Background: an optimization exercise with open tools, aiming at small area. Do not read the settings as production practice. Only simulation tests tie the RTL to the original design; equivalence was not proved. No activity file was given, so power comes from the tool's default toggle rates.

## flow/config.mk

```make
export PLATFORM = sky130hd
export DESIGN_NAME = Main
export DESIGN_NICKNAME = Main
export VERILOG_FILES = /design/flow/design.v
export SDC_FILE = /design/flow/constraint.sdc
export NUM_CORES = 4
export LEC_CHECK = 0
export CAP_MARGIN = 20
export CORE_MARGIN = 2
export CORE_UTILIZATION = 40
export SLEW_MARGIN = 20
```

## flow/constraint.sdc

```tcl
create_clock -name core_clock -period 10.0 [get_ports {clk}]
set_input_delay 2.0000 -clock core_clock [delete_from_list [all_inputs] [get_ports {clk}]]
set_output_delay 2.0000 -clock core_clock [all_outputs]
set_load 0.01 [all_outputs]
```

## flow/design.v

```verilog
module ClockModule(clk,rst_n,clk_m,ce_m); 
    input clk,rst_n;
    output reg clk_m;
    output ce_m; 
    reg [2:0]count,Y;
    reg clk_Y;
    assign ce_m=clk_m&(count==3'b100);
    always@(posedge clk or negedge rst_n)
        if(!rst_n)
          begin
            count<=3'b000;
            clk_m<=1'b0;
          end
        else
          begin
            count<=Y;
            clk_m<=clk_Y;
          end
    always@(count or clk_m)
      begin
        if(count==3'b100)
          begin
            Y=3'b000;
            clk_Y=~clk_m;
          end
        else
          begin
            Y=count+3'b1;
            clk_Y=clk_m;
          end
      end
    endmodule
module KeyboardClockModule(clk_modified,clk,rst_n,ce_kp,ce_kn);
    input clk;
    input rst_n;
    output reg clk_modified;
    output ce_kp,ce_kn; 
    reg [8:0]Q;
    assign ce_kp=(&Q)&~clk_modified;
    assign ce_kn=(&Q)&clk_modified;
    always@(posedge clk or negedge rst_n)
      begin
        if(!rst_n){clk_modified,Q}<=10'b0;
        else {clk_modified,Q}<={clk_modified,Q}+10'b1;
      end
    endmodule
module InputToASCII(keyboard,ascii,e);
    input [15:0]keyboard;
    output reg [7:0]ascii;
    output e;
    wire [3:0]num;
    wire [15:0]keyboard_n;
    assign keyboard_n=~keyboard;
    PriorityEncoder pe(keyboard_n,num,e);
    always@(num)
      case(num)
        4'hf:ascii=8'd55;
        4'he:ascii=8'd52;
        4'hd:ascii=8'd49;
        4'hc:ascii=8'd0;
        4'hb:ascii=8'd56;
        4'ha:ascii=8'd53;
        4'h9:ascii=8'd50;
        4'h8:ascii=8'd48;
        4'h7:ascii=8'd57;
        4'h6:ascii=8'd54;
        4'h5:ascii=8'd51;
        4'h4:ascii=8'd61;
        4'h3:ascii=8'd43;
        4'h2:ascii=8'd45;
        4'h1:ascii=8'd42;
        4'h0:ascii=8'd47;
      endcase
    endmodule
module EightSegDisplayment(segmentSelect,bitSelect_m,data,clk,ce,rst_n);
    input clk,ce,rst_n;
    input [15:0]data;
    output [6:0]segmentSelect;
    output [3:0]bitSelect_m;
    reg [3:0]numSelected;
    wire [6:0]segmentSelect_n;
    wire [1:0]num;
    wire [3:0]coverCode;
    wire [3:0]bitSelect;
    assign segmentSelect=~segmentSelect_n;
    assign coverCode=~{|data[15:12],|data[15:8],|data[15:4],1'b1};
    assign bitSelect_m=coverCode|bitSelect;
    always@(num or data)
      begin
        case(num)
          2'b00:numSelected=data[15:12];
          2'b01:numSelected=data[11:8];
          2'b10:numSelected=data[7:4];
          2'b11:numSelected=data[3:0];
        endcase
      end
    SequenceSingalGenerator ssg(clk,ce,rst_n,num,bitSelect);
    ToDisplay bcdtd(numSelected,segmentSelect_n);
    endmodule
module ToDisplay(i,o);
    input [3:0]i;
    output reg [6:0]o;
    always@(i)
    begin
        case(i)
            4'h0:o=7'b1111110;
            4'h1:o=7'b0110000;
            4'h2:o=7'b1101101;
            4'h3:o=7'b1111001;
            4'h4:o=7'b0110011;
            4'h5:o=7'b1011011;
            4'h6:o=7'b1011111;
            4'h7:o=7'b1110000;
            4'h8:o=7'b1111111;
            4'h9:o=7'b1111011;
            4'ha:o=7'b1110111;
            4'hb:o=7'b0011111;
            4'hc:o=7'b1001110;
            4'hd:o=7'b0111101;
            4'he:o=7'b1001111;
            4'hf:o=7'b1000111;
        endcase
    end
    endmodule
module KeyboardScaner(Yin,clk,ce_p,ce_n,rst_n,Xout,data);
    input [3:0]Yin;
    input clk,ce_p,ce_n,rst_n;
    output [3:0]Xout;
    output reg[15:0]data;
    wire [1:0]num;
    reg [15:0]cacheA,cacheB,cacheC,cacheD,cacheE,dataOriginal;
    SequenceSingalGenerator ssg(clk,ce_n,rst_n,num,Xout);
    always@(posedge clk or negedge rst_n)
      if(!rst_n)
        begin
          dataOriginal<=16'hffff;
          {cacheA,cacheB,cacheC,cacheD,cacheE}<={5{16'hffff}};
          data<=16'hffff;
        end
      else if(ce_p)
      begin
        case(num)
          2'b00:
            begin
            dataOriginal[15:12]<=Yin;
            {cacheA,cacheB,cacheC,cacheD,cacheE}<={cacheB,cacheC,cacheD,cacheE,dataOriginal};
            data<=cacheA | cacheB | cacheC | cacheD | cacheE;
            end
          2'b01:dataOriginal[11:8]<=Yin;
          2'b10:dataOriginal[7:4]<=Yin;
          2'b11:dataOriginal[3:0]<=Yin;
        endcase
      end
    endmodule
module SerialClockModule(e,clk,ce,rst_n,out,half);
    input e,clk,ce,rst_n;
    output reg out,half;
    reg [13:0]Q;
    reg [13:0]Y;
    always@(posedge clk or negedge rst_n)
        if(!rst_n)Q<=14'd0;
        else if(ce)Q<=Y;
    always@(Q or e)
      if(!e)
        begin
          Y=14'd0;
          out=1'b0;
          half=1'b0;
        end
      else
        begin
          if(Q==14'd520) 
            begin
              out=1'b1;
              Y=14'd0;
            end
          else
            begin
              out=1'b0;
              Y=14'd1+Q;
              end
          if(Q==14'd260) 
              half=1'b1;
          else
              half=1'b0;
        end
    endmodule
module ShiftReg(Di,D,e,set,clk,ce,rst_n,Q,none);
    input Di,set,clk,ce,rst_n,e;
    input [12:0]none;
    input [12:0]D;
    output reg [12:0]Q;
    reg [12:0]Y;
    always@(posedge clk or negedge rst_n)
      begin
        if(!rst_n) Q<=none;
        else if(ce) Q<=Y;
      end
    always@(Di or Q or set or e or D)
        if(set)Y=D;
        else if(!e) Y=Q;
        else Y={Di,Q[12:1]};
    endmodule
module NegedgeDetector(i,clk,ce,rst_n,neg);
    input i,clk,ce,rst_n;
    output reg neg;
    wire [12:0]antiVibrationQ;
    reg [1:0]negCache,Y;
    always@(posedge clk or negedge rst_n)
        if(!rst_n) negCache<=2'd0;
        else if(ce) negCache<=Y;
    always@(*)
      begin
        neg=negCache[1]&(~negCache[0]);
        Y={negCache[0],|antiVibrationQ};
      end
    ShiftReg antiVibration(i,13'h1fff,1'b1,1'b0,clk,ce,rst_n,antiVibrationQ,13'h1fff);
    endmodule
module PriorityEightToThree(i,o,ex);
    input [7:0]i;
    output [2:0]o;
    output ex;
    assign o[2]=(|i[7:4]);
    assign o[1]=(i[7]|i[6]|(~i[5]&~i[4]&(i[3]|i[2])));
    assign o[0]=(i[7]|(~i[6]&(i[5]|(~i[4]&(i[3]|(~i[2]&i[1]))))));
    assign ex=|i;
    endmodule
module PriorityEncoder(i,o,ex);
    input [15:0]i;
    output reg [3:0]o;
    output ex;
    wire ex1,ex2;
    wire [2:0]o1,o2;
    assign ex=ex1|ex2;
    always@(*)
        if(ex1)o={1'b1,o1};
        else o={1'b0,o2};
    PriorityEightToThree pett1(i[15:8],o1,ex1);
    PriorityEightToThree pett2(i[7:0],o2,ex2);
    endmodule
module JK_FF(J,K,clk,ce,rst_n,Q);
    input J,K,clk,ce,rst_n;
    output Q;
    reg Y,Q;
    always@(posedge clk or negedge rst_n)
        if(!rst_n)Q<=1'b0;
        else if(ce)Q<=Y;
    always@(J or K or Q)
    begin
        case(Q)
          1'b0:if(J)Y=1'b1;
               else Y=1'b0;
          1'b1:if(K)Y=1'b0;
               else Y=1'b1;
        endcase
    end
    endmodule
module SequenceSingalGenerator(clk,ce,rst_n,num,out);
    input clk,ce,rst_n;
    output reg [3:0]out;
    output reg [1:0]num;
    reg [1:0]y;
    always@(posedge clk or negedge rst_n)
      begin
        if(!rst_n)num<=2'b00;
        else if(ce)num<=y;
      end
    always@(num)
      begin
        y=num+2'b01;
        case(num)
          2'b00:out=4'b0111;
          2'b01:out=4'b1011;
          2'b10:out=4'b1101;
          2'b11:out=4'b1110;
        endcase
      end
    endmodule
module SerialSender(data,e,clk,ce,rst_n,out,aviliable);
    input [7:0]data;
    input e,clk,ce,rst_n;
    output aviliable;
    output out;
    wire next;
    wire [12:0]frames;
    wire over,E;
    wire [12:0]Q;
    assign frames={2'b11,^data,data,2'b01};
    assign over=!Q[12:1];
    assign out=Q[0];
    assign aviliable=!E;
    JK_FF jk(e,over,clk,ce,rst_n,E);
    SerialClockModule scm(.e(E),.clk(clk),.ce(ce),.rst_n(rst_n),.out(next),.half());
    ShiftReg sr(1'b0,frames,next,aviliable,clk,ce,rst_n,Q,13'h1);
    endmodule
module SerialReceiver(in,rst,clk,ce,rst_n,data,inputValid,receiving_n);
    input in,rst,clk,ce,rst_n;
    output inputValid;
    output reg [7:0]data;
    output reg receiving_n;
    wire half;
    wire [12:0]Q;
    wire receiving;
    wire neg;
    reg reliableInput;
    reg [7:0]Y;
    reg received,aviRst;
    always@(posedge clk or negedge rst_n)
      begin
        if(!rst_n) data<=8'd0;
        else if(ce) data<=Y;
      end
    always@(*)
      begin
        received=~Q[1];
        reliableInput=received & (Q[10]==(^Q[9:2]));
        aviRst=receiving|rst;
        receiving_n=~receiving;
        if(reliableInput)Y=Q[9:2];
        else Y=data;
      end
    NegedgeDetector nd(in,clk,ce,rst_n,neg);
    JK_FF jk(reliableInput,aviRst,clk,ce,rst_n,inputValid);
    JK_FF jk2(neg,received,clk,ce,rst_n,receiving);
    ShiftReg sr(in,13'h1fff,half,receiving_n,clk,ce,rst_n,Q,13'h1fff);
    SerialClockModule scm(.e(receiving),.clk(clk),.ce(ce),.rst_n(rst_n),.out(),.half(half));
    endmodule
module Main(clk,rst_n,i,o,Yin,Xout,segmentSelect,bitSelect_m);
    input clk,rst_n,i;
    input [3:0]Yin;
    output o;
    output [3:0]Xout;
    output [6:0]segmentSelect;
    output [3:0]bitSelect_m;
    wire clk_m,clk_k;
    wire ce_m,ce_kp,ce_kn;
    wire e,ex,e_n;
    wire [7:0]ascii;
    wire [15:0]keyboard;
    wire [7:0]receivedData;
    wire inputValid,inputValid_n,REV;
    reg [15:0]displaycode,displaycodeCache,Ydis,Ydisc;
    assign e_n=~e;
    assign inputValid_n=~inputValid;
    always@(posedge clk or negedge rst_n)
        if(!rst_n){displaycode,displaycodeCache}<=32'd0;
        else if(ce_m){displaycode,displaycodeCache}<={Ydis,Ydisc};
    always@(*)
        if(REV)
          begin
            if(&receivedData)
              begin
                Ydis=displaycodeCache;
                Ydisc=displaycodeCache;
              end
            else
              begin
                Ydis=displaycode;
                Ydisc={displaycodeCache[7:0],receivedData};
              end
          end
        else
          begin
            Ydis=displaycode;
            Ydisc=displaycodeCache;
          end
    KeyboardClockModule kcm(clk_k,clk,rst_n,ce_kp,ce_kn);
    ClockModule cm(clk,rst_n,clk_m,ce_m);
    NegedgeDetector nd1(inputValid_n,clk,ce_m,rst_n,REV);
    NegedgeDetector nd2(e_n,clk,ce_m,rst_n,ex);
    KeyboardScaner ks(Yin,clk,ce_kp,ce_kn,rst_n,Xout,keyboard);
    InputToASCII ita(keyboard,ascii,e);
    SerialSender ss(.data(ascii),.e(ex),.clk(clk),.ce(ce_m),.rst_n(rst_n),.out(o),.aviliable());
    SerialReceiver sr(.in(i),.rst(1'b0),.clk(clk),.ce(ce_m),.rst_n(rst_n),.data(receivedData),.inputValid(inputValid),.receiving_n());
    EightSegDisplayment esd(segmentSelect,bitSelect_m,displaycode,clk,ce_kn,rst_n);
    endmodule
```

## flow/run.sh

```bash
#!/bin/bash
# synth_recipe.tcl (not shown) runs the flow's synth.tcl, then flattens the netlist and writes it again
# the make line also repeats each setting of config.mk as NAME=value (left out here)
make -C /OpenROAD-flow-scripts/flow DESIGN_CONFIG=/design/flow/config.mk WORK_HOME=/design/flow/orfs CLKGATE_MAP_FILE= SYNTH_SCRIPT=/design/flow/synth_recipe.tcl finish
```

==> metrics.cfg <==
[pwr]
irDropWorstVdd_mv=0.131
combPwrFrac_pct=1.3
powerDensity_nw_per_um2=159
seq_power_share_pct=51.4
swShare_pct=20.8
power_switching_uw=449
power.internal_uw=1710
clkPwrFrac_pct=47.2
leakagePower_uw=0.00585

[timing]
fin_setup_tns_ps=0
fin_crit_sh_pct=51.6
tightest_slew_ps=1020
skew_ps=7.18
post-route-min-period_ps=5160
relSlewSlack_pct=32.2
setup_viol=0
drv_slew=0
timing.fmax_mhz=194
hold-worst-slack_ps=449
setup_ws_ps=4840
final_hold_viol_count=0
grt_setup_unrepaired=false

[drt]
routedWlPerCell_um=13.7
drc_errors=0
vias_per_cell=5.02
firstDrtPassIters=4
ant_nets=0
drtIter0Drc=388
vias=7447
wirelength_um=20300

[cts]
cts_root_buf=clkbuf_16
clk_path_buf_depth=3
cts_resized=0
cts_made_buffers=29
post_cts_buffers=0
cts.sinks=271
htree_levels=1
cts.clk_slew.worst_paths_ps=60
insertion_delay_ps=540
cts_tree=done
hold_buffers=0

[layout]
n_antenna_cell=0
area_growth_pct=12.7
fillCellCount=2809
final_nets=1106
final_core_util_pct=45.9
drive_gt1_share_pct=33.1

[synth]
ys_seq_area_share_pct=57.9
synth_top_area_share_pct=35.7
yosys.area_share.simple_pct=14.4
post-synth-top-count-cell=nand2_1
synth_edf_count=0
syn_inst=1052
syn_nets=1087
synth_xor_area_share_pct=1.96
netlist_area_um2=12100
syn_avg_cell_area_um2=11.5
synthAdderAreaFrac_pct=2.90
synth_common_cells=nand2_1 (203), dfstp_2 (164), mux2_2 (137)
synthMuxAreaShare_pct=13.2
netlist_top_cells_area=dfstp_2 (36%), dfrtp_1 (22%), mux2_2 (13%)
synth_warnings=15
synthFlopType=dfstp_2
ys_types=60
synth.ff_latch_count=271
async_flop_share_pct=100
synth_top_family_by_area=simple AND/OR/NAND/NOR gates
synth_compound_gate_area_share_pct=7.33
synth.largest_area_cell=dfstp_2

[critical_path]
crit_family=buffers and inverters
end_kind=primary output
crit_type=flop to primary output
critPathBufInv=3
critPathMaxStageDelay_ps=520
arrival_ps=3160
crit_required_ps=8000
startpoint_type=flop
crit_chain=inv_1 -> ha_1 -> mux2i_1 -> inv_1 -> ha_1 -> a211oi_1 -> a21o_1 -> clkdlybuf4s50_1
crit_path_top_delay_cell=clkdlybuf4s50_1
cp_max_fo=7

[floorplan]
die_x_um=178
placementRows=63
initial_core_util_pct=40.7
core_um2=29600
die_y_um=178
io_pins=23
dieArea_um2=31600

[place]
dp_hpwl_um=12500
preCtsSetupSlack_ps=5350
io_buffers=22
routabilityCongestion=0.821

[grt]
grt_overflow=0
track_usage_pct=13.5
antenna_found_initial=0
grt_max_degree=166
grt_first_pass_wirelength_um=36000
grt_pass1_vias=7395

[run]
maxCapViolations=0

[outcome]
outcome=finished clean

[min_path]
hold_path_class=flop to flop

## cell families after synthesis
| logic type | after synthesis |
|---|---|
| muxes | 142 |
| DFF | 271 |
| and+or+nand+nor | 374 |
| buffers and inverters | 71 |
| AOI/OAI and AO/OA | 139 |
| adders and majority gates | 28 |
| xor gates and xnor gates | 27 |
## sequential cells by signal (all words and copies together) (netlist names), 3 cells and up
name and cells:
ks.cacheC 16, nd2.antiVibration.Q 13, sr.sr.Q 12, sr.data 8, displaycodeCache 16, kcm.Q 9
ss.scm.Q 14, ks.cacheA 16, ks.data 16, sr.nd.antiVibration.Q 13, ks.dataOriginal 16, ks.cacheD 16
ks.cacheE 16, ss.sr.Q 13, nd1.antiVibration.Q 13, ks.cacheB 16, cm.count 3, sr.scm.Q 14
displaycode 16
## placed cells by master (no fill, tap or decap), types with 10 or more instances in the layout
cell type,n
nand3_1,22
nor2_1,50
xor2_1,11
nand4_1,13
inv_1,32
or4_1,21
dfstp_2,164
nor4_1,12
mux2_2,137
clkbuf_16,31
xnor2_1,16
dfrtp_1,107
clkdlybuf4s50_1,21
o21ai_0,59
a21oi_1,20
nor3_1,10
ha_1,28
o22a_1,12
nand2b_1,10
nand2_1,202
clkinv_2,10
## power by group through the flow
stage	combinational, uW	sequential [uW]	clock, uW
after floorplan	3.94	1130	0
after global placement	30.8	1130	0
after CTS	31.1	1110	1060
final	28.8	1110	1020
after detailed placement	31.0	1130	0
after global routing	34.7	1110	1100
## through the flow
| stage | instance area (um^2) | total power [uW] | instances |
|---|---|---|---|
| 2_1_floorplan | 12100 | 1130 | 1052 |
| 3_3_place_gp | 12700 | 1160 | 1430 |
| 3_5_place_dp | 12700 | 1160 | 1430 |
| 4_1_cts | 13600 | 2200 | 1484 |
| 5_1_grt | 13600 | 2250 | 1484 |
| 6_report | 13600 | 2160 | 1484 |
## final cells by class
class	instances	area (um^2)	share of cell area [%]
sequential	271	6990	51.4
multi-input combinational	710	4810	35.4
tap	390	488	3.59
clock inverter	12	66.3	0.487
clock buffer	42	857	6.30
timing repair buffer	27	275	2.02
inverter	32	120	0.883
## path summary, 6_finish.rpt
check | startpoint | end | slack, ps | cells past startpoint
min in group asynchronous | rst_n | ss.scm.Q[12] | 1520 | 1
worst min register to register | sr.jk.Q | nd1.antiVibration.Q[12] | 450 | 1
max in group asynchronous | rst_n | ks.ssg.num[0] | 7140 | 2
worst min-delay path | sr.jk.Q | nd1.antiVibration.Q[12] | 450 | 1
worst max register to register | ks.data[10] | ss.sr.Q[10] | 7010 | 9
worst max-delay path | esd.ssg.num[0] | segmentSelect[2] | 4840 | 8
## layer usage
| layer | routed length [um] | vias to the layer above | share of wire (%) | track usage [%] |
|---|---|---|---|---|
| met1 | 10400 | 3625 | 51 | 19.8 |
| met4 | 474 | 0 | 2.3 | 3.83 |
| li1 | - | 3712 | - | - |
| met2 | 8870 | 73 | 44 | 20.6 |
| met3 | 559 | 37 | 2.8 | 2.14 |
| met5 | 0 | - | 0 | 0 |

## separate check: timing with driven ports
How much do the figures lean on ideal ports? The routed layout below was timed once more, with nothing changed but the port constraints.
Step 1 sets driving cells, clkbuf_16 on the clock port and buf_2 on the other inputs (assumed; they add their load-dependent delay and slew).
Step 2 adds t to the input delays and takes it off the output delays; t is the mean of the earliest and latest rising clock arrival at the registers after step 1. Input paths then give back, and output paths get back, about the clock's delay inside the block.
a / b / c = no drivers / after step 1 / after step 2; a / b = the first two.
t, ns: 0.586
slack for setup (ns): 4.843 / 4.796 / 5.382
hold slack, ns: 0.449 / 0.449 / 0.449
After both steps this run still meets setup and hold. For this run, drivers alone change the setup slack by -0.047 ns; drivers and shift together by +0.539 ns.
